This is an optimization exercise on Yosys and OpenROAD, whose aim is small area, a short achievable clock period and few clock cycles per item, not a production implementation. In this exercise RTL edits were held to simulation tests only and were not proved equivalent to the original. Power and IR drop assume default switching activity.

==> flow/design.v <==
module csa_N9_32b (
    input  logic [9*32-1:0]          x
  , output logic [32-1:0]              y1
  , output logic [32-1:0]              y2
);
  typedef logic [32-1:0]               w_t;
  function automatic logic [1:0] compress_3_to_2(input logic [2:0] x);
    compress_3_to_2 = { (&x[1:0]) | (x[2] & |x[1:0]), (^x) };
  endfunction
  function automatic logic [2*32-1:0] v_compress_3_to_2(input logic [32-1:0] a,
                                                          input logic [32-1:0] b,
                                                          input logic [32-1:0] c);
    logic [32-1:0] r;
    logic [32-1:0] s;
    integer i;
    begin
      for (i = 0; i < 32; i = i + 1)
        {s [i], r [i]}  = compress_3_to_2({a[i], b[i], c[i]});
      v_compress_3_to_2 = {s << 1, r};
    end
  endfunction
  w_t    w_rnd0_0;
  w_t    w_rnd0_1;
  w_t    w_rnd0_2;
  w_t    w_rnd0_3;
  w_t    w_rnd0_4;
  w_t    w_rnd0_5;
  w_t    w_rnd0_6;
  w_t    w_rnd0_7;
  w_t    w_rnd0_8;
  always_comb
    begin : preamble_PROC
    w_rnd0_0 = x [31:0];
    w_rnd0_1 = x [63:32];
    w_rnd0_2 = x [95:64];
    w_rnd0_3 = x [127:96];
    w_rnd0_4 = x [159:128];
    w_rnd0_5 = x [191:160];
    w_rnd0_6 = x [223:192];
    w_rnd0_7 = x [255:224];
    w_rnd0_8 = x [287:256];
    end  
  w_t    w_rnd1_0;
  w_t    w_rnd1_1;
  w_t    w_rnd1_2;
  w_t    w_rnd1_3;
  w_t    w_rnd1_4;
  w_t    w_rnd1_5;
  always_comb
    begin : rnd1_PROC
      { w_rnd1_0, w_rnd1_1 } = v_compress_3_to_2(w_rnd0_0, w_rnd0_1, w_rnd0_2);
      { w_rnd1_2, w_rnd1_3 } = v_compress_3_to_2(w_rnd0_3, w_rnd0_4, w_rnd0_5);
      { w_rnd1_4, w_rnd1_5 } = v_compress_3_to_2(w_rnd0_6, w_rnd0_7, w_rnd0_8);
    end  
  w_t    w_rnd2_0;
  w_t    w_rnd2_1;
  w_t    w_rnd2_2;
  w_t    w_rnd2_3;
  always_comb
    begin : rnd2_PROC
      { w_rnd2_0, w_rnd2_1 } = v_compress_3_to_2(w_rnd1_0, w_rnd1_1, w_rnd1_2);
      { w_rnd2_2, w_rnd2_3 } = v_compress_3_to_2(w_rnd1_3, w_rnd1_4, w_rnd1_5);
    end  
  w_t    w_rnd3_0;
  w_t    w_rnd3_1;
  w_t    w_rnd3_2;
  always_comb
    begin : rnd3_PROC
      { w_rnd3_0, w_rnd3_1 } = v_compress_3_to_2(w_rnd2_0, w_rnd2_1, w_rnd2_2);
      w_rnd3_2 = w_rnd2_3;
    end  
  w_t    w_rnd4_0;
  w_t    w_rnd4_1;
  always_comb
    begin : rnd4_PROC
      { w_rnd4_0, w_rnd4_1 } = v_compress_3_to_2(w_rnd3_0, w_rnd3_1, w_rnd3_2);
    end  
always_comb
  begin : out_PROC
    y1 = w_rnd4_0;
    y2 = w_rnd4_1;
  end  
endmodule  
module csa_N3_64b (
    input  logic [3*64-1:0]          x
  , output logic [64-1:0]              y1
  , output logic [64-1:0]              y2
);
  typedef logic [64-1:0]               w_t;
  function automatic logic [1:0] compress_3_to_2(input logic [2:0] x);
    compress_3_to_2 = { (&x[1:0]) | (x[2] & |x[1:0]), (^x) };
  endfunction
  function automatic logic [2*64-1:0] v_compress_3_to_2(input logic [64-1:0] a,
                                                          input logic [64-1:0] b,
                                                          input logic [64-1:0] c);
    logic [64-1:0] r;
    logic [64-1:0] s;
    integer i;
    begin
      for (i = 0; i < 64; i = i + 1)
        {s [i], r [i]}  = compress_3_to_2({a[i], b[i], c[i]});
      v_compress_3_to_2 = {s << 1, r};
    end
  endfunction
  w_t    w_rnd0_0;
  w_t    w_rnd0_1;
  w_t    w_rnd0_2;
  always_comb
    begin : preamble_PROC
    w_rnd0_0 = x [63:0];
    w_rnd0_1 = x [127:64];
    w_rnd0_2 = x [191:128];
    end  
  w_t    w_rnd1_0;
  w_t    w_rnd1_1;
  always_comb
    begin : rnd1_PROC
      { w_rnd1_0, w_rnd1_1 } = v_compress_3_to_2(w_rnd0_0, w_rnd0_1, w_rnd0_2);
    end  
always_comb
  begin : out_PROC
    y1 = w_rnd1_0;
    y2 = w_rnd1_1;
  end  
endmodule  
module csa #(parameter int N, parameter int W) (
    input logic [N * W - 1:0]                x
  , output logic [W-1:0]                     y1
  , output logic [W-1:0]                     y2
);
  generate if ((W == 32) && (N == 9))
    csa_N9_32b u_csa(x, y1, y2);
  else if ((W == 64) && (N == 3))
    csa_N3_64b u_csa(x, y1, y2);
  endgenerate
endmodule  
module increment #(
    parameter int W = 32
) (
    input logic [W-1:0]                 x
  , output logic [W-1:0]                y
);
  always_comb
    begin : do_increment_PROC
      y  = x + 'b1;
    end  
endmodule  
module fast_adder #(parameter int W = 32) (
     input logic [W-1:0]                     a
   , input logic [W-1:0]                     b
   , input                                   cin
   , output logic [W-1:0]                    y
   , output logic                            cout
);
  typedef logic [W-1:0]            w_t;
  always_comb {cout, y}  = a + b + w_t'(cin);
endmodule  
module multiplier_booth_r4 #(parameter int W = 16) (
    input logic [W-1:0]                 a
  , input logic [W-1:0]                 b
  , output logic [2*W-1:0]              y
);
  parameter int               RADIX  = 4;
  localparam int ROUNDS  = (W + 2) / 2;
  typedef logic [W-1:0]            w_t;
  typedef logic [2*W-1:0]          r_t;
  typedef logic [W:0]              p_t;
  r_t             inc_x;
  r_t             inc_y;
  logic [ROUNDS*2*W-1:0] csa_x;
  r_t             csa_y1;
  r_t             csa_y2;
  logic [W+2:0]   p_cntrl;
  always_comb inc_x  = ~r_t'(a);
  function automatic r_t a_bth(input logic [2:0] sel, input w_t a, input r_t inc_y);
    case (sel)
      3'd0:    a_bth  = '0;
      3'd1:    a_bth  = r_t'(a);
      3'd2:    a_bth  = r_t'(a);
      3'd3:    a_bth  = r_t'(a) << 1;
      3'd4:    a_bth  = inc_y << 1;
      3'd5:    a_bth  = inc_y;
      3'd6:    a_bth  = inc_y;
      default: a_bth  = '0;
    endcase
  endfunction
  always_comb
    begin : partial_products_PROC
      p_cntrl        = {2'b00, b, 1'b0};
      csa_x          = '0;
      for (int i = 0; i < ROUNDS; i++) begin
        csa_x [i * 2 * W +: 2 * W]  = a_bth(p_cntrl [2 * i +: 3], a, inc_y) << (2 * i);
      end
    end  
  csa #(.N(ROUNDS), .W(2 * W)) u_csa (.x(csa_x), .y1(csa_y1), .y2(csa_y2));
  increment #(.W(2 * W)) u_increment (.x(inc_x), .y(inc_y));
  fast_adder #(.W(2 * W)) u_cla (.a(csa_y1), .b(csa_y2), .cin(1'b0), .y(y), .cout());
endmodule  
module multiplier #(parameter int W = 32) (
    input                               clk
  , input                               rst
  , input logic [W-1:0]                 a
  , input logic [W-1:0]                 b
  , input logic                         pass
  , output logic [2*W-1:0]              y
  , output logic                        y_vld_r
  , output logic                        busy_r
);
  typedef logic [(W/2)-1:0]   h_t;
  typedef logic [W-1:0]       w_t;
  typedef logic [(W*2)-1:0]   w2_t;
  typedef struct packed {
    w2_t [2:0] w;
  } csa_t;
  typedef struct packed {
    h_t [1:0] v;
  } v_t;
  typedef enum logic [3:0] {  S_C0      = 4'b0_00_0,
                              S_C1      = 4'b0_01_1,
                              S_C2      = 4'b0_10_1,
                              S_C3      = 4'b0_11_1,
                              S_RESULT  = 4'b1_00_1
                            } state_t;
  localparam S_BUSY_B  = 0;
  localparam S_VLD_B  = 3;
  state_t           state_r;
  state_t           state_w;
  logic             state_en;
  w2_t              acc_0_r, acc_0_w;
  w2_t              acc_1_r, acc_1_w;
  logic             acc_en;
  logic             acc_clr;
  csa_t             csa_x;
  w2_t              csa_y1, csa_y2;
  h_t               mult_a;
  h_t               mult_b;
  w_t               mult_y;
  v_t               v_a;
  v_t               v_b;
  logic             y_vld_w;
  always_comb
    begin : cntrl_PROC
      state_en  = (pass | state_r [S_BUSY_B]);
      casez (state_r)
        S_C0:     state_w  = pass ? S_C1 : S_C0;
        S_C1:     state_w  = S_C2;
        S_C2:     state_w  = S_C3;
        S_C3:     state_w  = S_RESULT;
        S_RESULT: state_w  = S_C0;
        default:  state_w  = S_C0;
      endcase  
    end  
  always_comb
    begin : mult_PROC
      v_a       = a;
      v_b       = b;
      case (state_r)
        default: begin
          mult_a  = v_a.v [0];
          mult_b  = v_b.v [0];
        end
        S_C1: begin
          mult_a  = v_a.v [1];
          mult_b  = v_b.v [0];
        end
        S_C2: begin
          mult_a  = v_a.v [0];
          mult_b  = v_b.v [1];
        end
        S_C3: begin
          mult_a  = v_a.v [1];
          mult_b  = v_b.v [1];
        end
      endcase
    end  
  always_comb
    begin : csa_PROC
      csa_x        = '0;
      case (state_r)
        S_C0:    csa_x.w [0]  = w2_t'(mult_y);
        S_C1:    csa_x.w [0]  = w2_t'(mult_y) << (W / 2);
        S_C2:    csa_x.w [0]  = w2_t'(mult_y) << (W / 2);
        S_C3:    csa_x.w [0]  = w2_t'(mult_y) << W;
        default: csa_x.w [0]  = '0;
      endcase  
      case (state_r)
        S_C0: begin
          csa_x.w [1]  = '0;
          csa_x.w [2]  = '0;
        end
        default: begin
          csa_x.w [1]  = acc_0_r;
          csa_x.w [2]  = acc_1_r;
        end
      endcase  
      case (state_r)
        S_RESULT: begin
          acc_0_w  = acc_0_r + acc_1_r;
          acc_1_w  = acc_1_r;
        end
        default: begin
          acc_0_w  = csa_y1;
          acc_1_w  = csa_y2;
        end
      endcase  
      acc_en  = (pass | state_r [S_BUSY_B]);
    end  
  always_comb
    begin : out_PROC
      y  = acc_0_r;
      case (state_r)
        S_RESULT: y_vld_w  = 1'b1;
        S_C0:     y_vld_w  = 1'b0;
        default:  y_vld_w  = y_vld_r;
      endcase  
      busy_r  = state_r [S_BUSY_B];
    end  
  always_ff @(posedge clk)
    if (rst) begin
      acc_0_r <= '0;
      acc_1_r <= '0;
    end else if (acc_en) begin
      acc_0_r <= acc_0_w;
      acc_1_r <= acc_1_w;
    end
  always_ff @(posedge clk)
    if (rst)
      state_r <= S_C0;
    else if (state_en)
      state_r <= state_w;
  always_ff @(posedge clk)
    if (rst)
      y_vld_r <= '0;
    else
      y_vld_r <= y_vld_w;
  multiplier_booth_r4 #(.W(W/2)) u_mult (.a(mult_a), .b(mult_b), .y(mult_y));
  csa #(.N(3), .W(2 * W)) u_csa (.x(csa_x), .y1(csa_y1), .y2(csa_y2));
endmodule  
==> flow/run.sh <==
#!/bin/bash
# synth_recipe.tcl (not shown) runs the flow's synth.tcl, then flattens the netlist and writes it again
# the make line also repeats each setting of config.mk as NAME=value (left out here)
make -C /OpenROAD-flow-scripts/flow DESIGN_CONFIG=/design/flow/config.mk WORK_HOME=/design/flow/orfs CLKGATE_MAP_FILE= SYNTH_SCRIPT=/design/flow/synth_recipe.tcl finish
==> flow/config.mk <==
export PLATFORM = sky130hd
export DESIGN_NAME = multiplier
export DESIGN_NICKNAME = multiplier
export VERILOG_FILES = /design/flow/design.v
export SDC_FILE = /design/flow/constraint.sdc
export NUM_CORES = 4
export LEC_CHECK = 0
export CAP_MARGIN = 20
export CORE_MARGIN = 2
export CORE_UTILIZATION = 40
export SLEW_MARGIN = 20
==> flow/constraint.sdc <==
create_clock -name core_clock -period 12.0 [get_ports {clk}]
set_input_delay 2.4000 -clock core_clock [delete_from_list [all_inputs] [get_ports {clk}]]
set_output_delay 2.4000 -clock core_clock [all_outputs]
set_load 0.01 [all_outputs]
==> results.toml <==
[outcome]
outcome = "complete, no violations"

[clocking]
cts_buffers = 17
clkSlewWorstSetupHoldPaths_ns = 0.07
cts_tree = "built"
cts_setup_buffers = 0
cts_resized = 0
cts-root-buf = "clkbuf_16"
cts_sinks = 133
clk-insertion-delay-late_ns = 0.47
clock_path_buffers = 2
cts_hold_buf = 0
cts_max_level = 4

[global_route]
grt_start_max_net_pins = 91
grt-ovfl-total = 0
grt_pass1_vias = 23100
antenna_found_initial = 1
grt_pass1_wl_um = 149000
track_usage = 0.345

[cells_and_area]
drive_gt1_frac = 0.0607
regArea_sq_mm = 0.00266
nNetsFinal = 3393
nFillCells = 5528
fin_util = 0.454
final_cells = 3762
n_antenna_cell = 0
area_growth_pct = 12.0
multi_input_area_sq_mm = 0.0184

[power_and_ir_drop]
powerDensity_mw_per_mm2 = 278
peakVddDrop_mv = 0.346
p_leak_uw = 0.0102

[sta]
worstMarginPinSlew_ns = 1.15
finClkSkew_ns = 0.0150
tns_ns = 0
rsz0062_at_grt = "false"
fmax_mhz = 92.3
setup_slack_ns = 1.17
finalCritPeriodShare = 0.903
slew_viol_final = 0
setup_violations = 0
fin_crit_ns = 10.83
finalHoldViolCount = 0
relSlewSlack = 0.211

[yosys]
synth_nets = 3392
ys_warn_count = 6
ys_ff_latch = 133
synth_common_cells = "392 x nand2_1, 316 x nor2_1, 277 x a21oi_1"
synthCells = 3001
ys.flop_type = "dfxtp_1"
synth.top_cell.area_share = 0.187
synth_top_cell_by_area = "fa_1"
synthTopCellsByArea = "fa_1 19%, dfxtp_1 12%, nand2_1 6.6%, ha_1 6.4%, a21oi_1 6.2%"
yosysMostFrequentCell = "nand2_1"
synth_area_per_cell_sq_um = 7.46
synth_edf_count = 0
ys_seq_area_frac = 0.119
syn-cell-area_sq_mm = 0.0224
synth_cell_types = 90
synthArstFlopShare = 0

[worst_setup_path]
cp_max_fo = 12
cp.required_ns = 12.36
critical_path_class = "input pin to register"
cp.arrival_ns = 11.19
start_kind = "input pin"
worst_setup_path_end_kind = "register"

[routing]
vias = 23900
detail_route.wl_per_cell_um = 26.3
route.antenna.remaining_nets = 0
routed_wl_um = 99100
drt_iter0_drc = 2994
drtPass1Iterations = 9
vias_per_cell = 6.35
drcViolationCount = 0

[place]
gp_congestion = 1.02
io_buffers = 132
post-place-ws_ns = 0.847
dp_hpwl_um = 74500
post-place-cells = 3731

[floorplanning]
core_area_sq_mm = 0.0552
io_pins = 133
die_area_sq_mm = 0.0578
fp.dieH_um = 241
row_count = 86
start_util = 0.405
dieWidth_um = 241

[job]
maxCapViolCount = 0

[worst_hold_path]
min_path_type = "register to register"
==> worst paths after layout <==
| kind | start | endpoint | slack [ns] | depth (start not counted) |
|---|---|---|---|---|
| hold reg to reg | y_vld_r$_SDFFE_PP0P_ | y_vld_r$_SDFFE_PP0P_ | 0.46 | 2 |
| hold / removal | y_vld_r$_SDFFE_PP0P_ | y_vld_r$_SDFFE_PP0P_ | 0.46 | 2 |
| setup reg to reg | state_r[1]$_SDFFE_PP0N_ | acc_0_r[44]$_SDFFE_PP0N_ | 2.27 | 30 |
| setup / recovery | a[19] | acc_0_r[44]$_SDFFE_PP0N_ | 1.17 | 28 |
==> layout by cell type (no fill, tap or decap), drive strengths merged, types with 10 or more instances in the layout <==
master         instances
nand2                393
nor2                 317
a21oi                278
fa                   209
o21ai                192
dfxtp                133
inv                  133
clkdlybuf4s50        131
ha                   115
xnor2                 88
o22ai                 87
and2                  86
buf                   82
a211oi                74
a21o                  66
nor3                  66
o221ai                38
mux2i                 37
a22oi                 36
xor2                  36
o211ai                35
a311oi                30
nand3                 26
a31oi                 24
a221oi                23
and3                  21
o21a                  20
clkbuf                20
nand4                 18
mux2                  16
nand2b                14
o21bai                14
nor2b                 14
o32ai                 13
o311ai                11
o31ai                 11
nor4                  10
==> report_power, final <==
part | internal (uW) | total [uW] | switching, uW
combinational | 2040 | 5810 | 3770
sequential | 517 | 587 | 70.2
clock | 342 | 569 | 227
total | 2900 | 6970 | 4060
==> final cells by class <==
type | count | share of cell area
clock buffers | 20 | 0.0186
clock inverters | 11 | 0.00589
inverters | 131 | 0.0196
multi-input cells | 2506 | 0.735
flip-flops and latches | 133 | 0.106
well taps | 748 | 0.0373
repair buffers | 213 | 0.0774
==> worst max-delay path, cell delays in order <==
cell and delay [ns]:
clkdlybuf4s50_1 0.47, nor4_1 0.50, nand4_1 0.23, and2_1 0.35, nor2_1 0.57, o21a_1 0.26, ha_1 0.41, a21oi_1 0.25
o22ai_1 0.11, o21a_1 0.22, fa_1 0.57, fa_1 0.45, fa_1 0.56, fa_1 0.43, ha_1 0.37, and2_1 0.21
nand2_1 0.07, a21oi_1 0.11, o21ai_0 0.19, o21ai_0 0.29, a31oi_1 0.13, o21bai_1 0.30, xor2_1 0.61, a22oi_1 0.25
fa_1 0.43, nand2_1 0.06, o21ai_0 0.10, a311oi_1 0.30
==> metrics by stage <==
stage,area [sq um],hold WS [ns],power (uW)
5_1_grt,25100,0.489,7440
3_3_place_gp,24400,0.444,6180
2_1_floorplan,22400,0.448,4150
3_5_place_dp,24400,0.452,6270
4_1_cts,25100,0.466,6870
6_report,25100,0.461,6970
==> layer usage <==
metal	part of all wire	GRT usage	vias up
li1	-	-	10700
met2	0.43	0.525	1442
met5	0	0	-
met4	0.040	0.124	0
met1	0.42	0.477	11500
met3	0.11	0.0801	217
==> cells by family after synthesis <==
kind of cell	Yosys count	synth area share
adder cells (fa/ha/maj)	324	0.251
multiplexers	53	0.0283
AO/OA/AOI/OAI	1006	0.290
buffers and inverters	362	0.0625
AND/OR/NAND/NOR	997	0.198
XOR/XNOR	126	0.0509
flip-flops	133	0.119
==> registers in the layout, summed over array words and instances (netlist names) <==
signal and count:
acc_0_r 64, acc_1_r 64, state_r 4, y_vld_r 1
Testbench counts, summed over its fixed seeds: cycles 16,008, items 3,200.

[port drivers added, routing unchanged]
In the flow no input, the clock included, has a driving cell. The finished layout below was timed again as built, in two steps.
Step 1 (the two cells are an assumption about what drives the block):
set clk [get_ports {clk}]
set_driving_cell -lib_cell sky130_fd_sc_hd__clkbuf_16 $clk
set_driving_cell -lib_cell sky130_fd_sc_hd__buf_2 [delete_from_list [all_inputs] $clk]
Step 2 times the ports against the registers' clock, not the clock port: input delays grow and output delays shrink by t, the midpoint of the rising clock arrivals with the driver on.
Slacks: ideal ports / drivers / drivers and shift; pairs: ideal ports / drivers.
shift t [ns]: 0.520
slack for setup (ns): 1.169 / 1.200 / 0.680
latest minus earliest clock arrival (ns): 0.016 / 0.016
After both steps setup and hold are still met in this run. For this run, drivers alone change the setup slack by +0.031 ns; drivers and shift together by -0.489 ns.
